Background: an optimization exercise with open tools, aiming at small area. Do not read the settings as production practice. Function was checked by simulation only, so behaviour that the tests miss may differ from the original.

==> inputs of raven <==
==> flow/design.v <==
module encode(
	input		wire		vga_clk		,
	input		wire		sys_rst_n	,
	input		wire [7:0]	data_in		,	 
	input		wire		hsync		,	 
	input		wire		vsync		,	 
	input		wire		de			,	 
	output		reg	 [9:0]	data_out
);
reg  [3:0]	cnt;
wire [3:0]	n_d = data_in[0] + data_in[1] + data_in[2] + data_in[3]
				+ data_in[4] + data_in[5] + data_in[6] + data_in[7];
wire		c1  = (n_d > 4'd4) || ((n_d == 4'd4) && !data_in[0]);
wire [7:0]	qx;
assign qx[0] = data_in[0];
genvar i;
generate for (i = 1; i < 8; i = i + 1) begin : g_x
	assign qx[i] = qx[i-1] ^ data_in[i];
end endgenerate
wire [7:0]	q_m = qx ^ {c1, 1'b0, c1, 1'b0, c1, 1'b0, c1, 1'b0};
wire [3:0]	n1 = q_m[0] + q_m[1] + q_m[2] + q_m[3] + q_m[4] + q_m[5] + q_m[6] + q_m[7];
wire [3:0]	h = n1 - 4'd4;	 
wire		inv;
reg  [3:0]	cnt_nx;
assign inv = ((cnt == 4'd0) || (h == 4'd0)) ? c1 :
			 ((cnt[3] == h[3]) ? 1'b1 : 1'b0);
always @(*) begin
	if ((cnt == 4'd0) || (h == 4'd0))
		cnt_nx = c1 ? (cnt - h) : (cnt + h);
	else if (cnt[3] == h[3])
		cnt_nx = cnt + {3'b0, ~c1} - h;
	else
		cnt_nx = cnt - {3'b0, c1} + h;
end
always @(posedge vga_clk or negedge sys_rst_n) begin
	if (!sys_rst_n)
		data_out <= 10'b0;
	else if (de)
		data_out <= {inv, ~c1, q_m ^ {8{inv}}};
	else
		data_out <= {{1'b0, 1'b0, 1'b1, 1'b0, 1'b1, 1'b0, 1'b1, 1'b0, 1'b1} ^ {9{hsync}}, ~(hsync ^ vsync)};
end
always @(posedge vga_clk)
	cnt <= de ? cnt_nx : 4'd0;
endmodule
module hdmi_ctrl
(
	input	wire		vga_clk		,
	input	wire		sys_rst_n	,
	input	wire		rgb_valid	,
	input	wire		hsync		,
	input	wire		vsync		,
	input	wire [7:0]	red			,
	input	wire [7:0]	green		,
	input	wire [7:0]	blue		,
	output	wire [9:0]	tmds_r		,
	output	wire [9:0]	tmds_g		,
	output	wire [9:0]	tmds_b
);
reg			de1, de2;
reg	[1:0]	cs1, cs2;		 
reg	[21:0]	px1, px2;		 
always @(posedge vga_clk or negedge sys_rst_n) begin
	if (!sys_rst_n) begin
		de1 <= 1'b0;
		cs1 <= 2'b0;
		de2 <= 1'b0;
		cs2 <= 2'b0;
	end
	else begin
		de1 <= rgb_valid;
		cs1 <= rgb_valid ? red[1:0] : {vsync, hsync};
		de2 <= de1;
		cs2 <= cs1;
	end
end
always @(posedge vga_clk) begin
	px1 <= {blue, green, red[7:2]};
	px2 <= px1;
end
wire		hs2 = cs2[0];
wire		vs2 = cs2[1];
encode encode_r(
	.vga_clk		(vga_clk	),
	.sys_rst_n		(sys_rst_n	),
	.data_in		({px2[5:0], cs2}),
	.hsync			(hs2		),
	.vsync			(vs2		),
	.de				(de2		),
	.data_out		(tmds_r		)
);
encode encode_g(
	.vga_clk		(vga_clk	),
	.sys_rst_n		(sys_rst_n	),
	.data_in		(px2[13:6]	),
	.hsync			(hs2		),
	.vsync			(vs2		),
	.de				(de2		),
	.data_out		(tmds_g		)
);
encode encode_b(
	.vga_clk		(vga_clk	),
	.sys_rst_n		(sys_rst_n	),
	.data_in		(px2[21:14]	),
	.hsync			(hs2		),
	.vsync			(vs2		),
	.de				(de2		),
	.data_out		(tmds_b		)
);
endmodule
==> flow/run.sh <==
#!/bin/bash
# synth_recipe.tcl (not shown) runs the flow's synth.tcl, then flattens the netlist and writes it again
# the make line also repeats each setting of config.mk as NAME=value (left out here)
make -C /OpenROAD-flow-scripts/flow DESIGN_CONFIG=/design/flow/config.mk WORK_HOME=/design/flow/orfs CLKGATE_MAP_FILE= SYNTH_SCRIPT=/design/flow/synth_recipe.tcl finish
==> flow/config.mk <==
export PLATFORM = sky130hd
export DESIGN_NAME = hdmi_ctrl
export DESIGN_NICKNAME = hdmi_ctrl
export VERILOG_FILES = /design/flow/design.v
export SDC_FILE = /design/flow/constraint.sdc
export NUM_CORES = 4
export LEC_CHECK = 0
export CAP_MARGIN = 20
export CORE_MARGIN = 2
export CORE_UTILIZATION = 40
export SLEW_MARGIN = 20
==> flow/constraint.sdc <==
create_clock -name core_clock -period 5.0 [get_ports {vga_clk}]
set_input_delay 1.0000 -clock core_clock [delete_from_list [all_inputs] [get_ports {vga_clk}]]
set_output_delay 1.0000 -clock core_clock [all_outputs]
set_load 0.01 [all_outputs]
==> xenon: changes against raven <==
==> flow/design.v, changed modules only <==
module encode(
	input		wire		vga_clk		,
	input		wire		sys_rst_n	,
	input		wire [7:0]	data_in		,	 
	input		wire		hsync		,	 
	input		wire		vsync		,	 
	input		wire		de			,	 
	input		wire		de3			,	 
	output		wire [9:0]	data_out
);
wire [8:0]	q_m;
tmds_qm qm(.d(data_in), .q_m(q_m));
reg  [7:0]	s;
reg			s8;
always @(posedge vga_clk or negedge sys_rst_n) begin
	if (!sys_rst_n) begin
		s  <= 8'b0;
		s8 <= 1'b0;
	end
	else begin
		s  <= de ? q_m[7:0] : {7'b1010101, ~vsync};
		s8 <= de ? q_m[8] : hsync;
	end
end
reg  [3:0]	cnt;
wire		c1 = ~s8;					 
wire [3:0]	p = s[0] + s[1] + s[2] + s[3] + s[4] + s[5] + s[6] + s[7];
wire		p_eq = (p == 4'd4);			 
wire		p_lt = ~p[3] & ~p[2];		 
wire		p_gt = ~p_eq & ~p_lt;		 
wire		c_z = (cnt == 4'd0);
wire		inv = (c_z | p_eq) ? c1 : (cnt[3] ? p_lt : p_gt);
wire [3:0]	cnt_keep = cnt + p - 4'd4 - {3'b0, c1};
wire [3:0]	cnt_inv  = cnt - p + 4'd4 + {3'b0, ~c1};
always @(posedge vga_clk)
	cnt <= de3 ? (inv ? cnt_inv : cnt_keep) : 4'd0;
wire		x = de3 ? inv : s8;
assign data_out = {x, s8, s ^ {8{x}}};
endmodule
module tmds_qm(
	input		wire [7:0]	d	,
	output		wire [8:0]	q_m
);
wire		sa = d[1] ^ d[2] ^ d[3];
wire		ca = (d[1] & d[2]) | (d[1] & d[3]) | (d[2] & d[3]);
wire		sb = d[4] ^ d[5] ^ d[6];
wire		cb = (d[4] & d[5]) | (d[4] & d[6]) | (d[5] & d[6]);
wire		cc = (d[7] & sa) | (d[7] & sb) | (sa & sb);
wire		c1 = (ca & cb) | (ca & cc) | (cb & cc);
wire [7:0]	qx;
assign qx[0] = d[0];
genvar i;
generate for (i = 1; i < 8; i = i + 1) begin : g_x
	assign qx[i] = qx[i-1] ^ d[i];
end endgenerate
assign q_m = {~c1, qx ^ {c1, 1'b0, c1, 1'b0, c1, 1'b0, c1, 1'b0}};
endmodule
module hdmi_ctrl
(
	input	wire		vga_clk		,
	input	wire		sys_rst_n	,
	input	wire		rgb_valid	,
	input	wire		hsync		,
	input	wire		vsync		,
	input	wire [7:0]	red			,
	input	wire [7:0]	green		,
	input	wire [7:0]	blue		,
	output	wire [9:0]	tmds_r		,
	output	wire [9:0]	tmds_g		,
	output	wire [9:0]	tmds_b
);
reg			de1, de2, de3;
reg	[1:0]	cs1, cs2;		 
reg	[21:0]	px1, px2;		 
always @(posedge vga_clk or negedge sys_rst_n) begin
	if (!sys_rst_n) begin
		de1 <= 1'b0;
		cs1 <= 2'b0;
		de2 <= 1'b0;
		cs2 <= 2'b0;
		de3 <= 1'b0;
	end
	else begin
		de1 <= rgb_valid;
		cs1 <= rgb_valid ? red[1:0] : {vsync, hsync};
		de2 <= de1;
		cs2 <= cs1;
		de3 <= de2;
	end
end
always @(posedge vga_clk) begin
	px1 <= {blue, green, red[7:2]};
	px2 <= px1;
end
wire		hs2 = cs2[0];
wire		vs2 = cs2[1];
encode encode_r(
	.vga_clk		(vga_clk	),
	.sys_rst_n		(sys_rst_n	),
	.data_in		({px2[5:0], cs2}),
	.hsync			(hs2		),
	.vsync			(vs2		),
	.de				(de2		),
	.de3			(de3		),
	.data_out		(tmds_r		)
);
encode encode_g(
	.vga_clk		(vga_clk	),
	.sys_rst_n		(sys_rst_n	),
	.data_in		(px2[13:6]	),
	.hsync			(hs2		),
	.vsync			(vs2		),
	.de				(de2		),
	.de3			(de3		),
	.data_out		(tmds_g		)
);
encode encode_b(
	.vga_clk		(vga_clk	),
	.sys_rst_n		(sys_rst_n	),
	.data_in		(px2[21:14]	),
	.hsync			(hs2		),
	.vsync			(vs2		),
	.de				(de2		),
	.de3			(de3		),
	.data_out		(tmds_b		)
);
endmodule
==> results.ini <==
[timing]
min_period_ps=7050
setup_viol=39
finalWorstSetupSlack_ps=-2050

[final_layout]
layout_common_cells=buf_4 (127), inv_1 (65), clkdlybuf4s50_1 (57), dfxtp_1 (54)

[routing]
met3RoutedLength_um=383

[status]
status=failed layout checks
so.violations=negative setup slack

That was raven.
==> results.ini <==
[timing]
finalWorstSetupSlack_ps=-32.6
setup_viol=10

[status]
status=failed layout checks
so.violations=negative setup slack

That was xenon.

==> re-timing with driven ports <==
How much do the figures lean on ideal ports? The routed layouts below were timed once more, with nothing changed but the port constraints.
Step 1: set_driving_cell puts a clkbuf_16 on vga_clk and a buf_2 on each other input, an assumption about the parent block.
Step 2 moves the port delays by t, midway between the first and last clock arrival at a register: inputs arrive t later, outputs are due t later. That takes back most of the time a late clock gives input paths.
Slacks: ideal / step 1 / step 2; pairs: ideal / step 1.
run	t (ns)	slack for setup (ns)	latest minus earliest clock arrival (ns)	worst register clock-pin slew, ns	cell pins on the clock port's net
raven	0.390	-2.049 / -2.049 / -2.049	0.009 / 0.009	0.07 / 0.07	1
xenon	0.373	-0.033 / -0.068 / 0.222	0.012 / 0.011	0.07 / 0.07	1
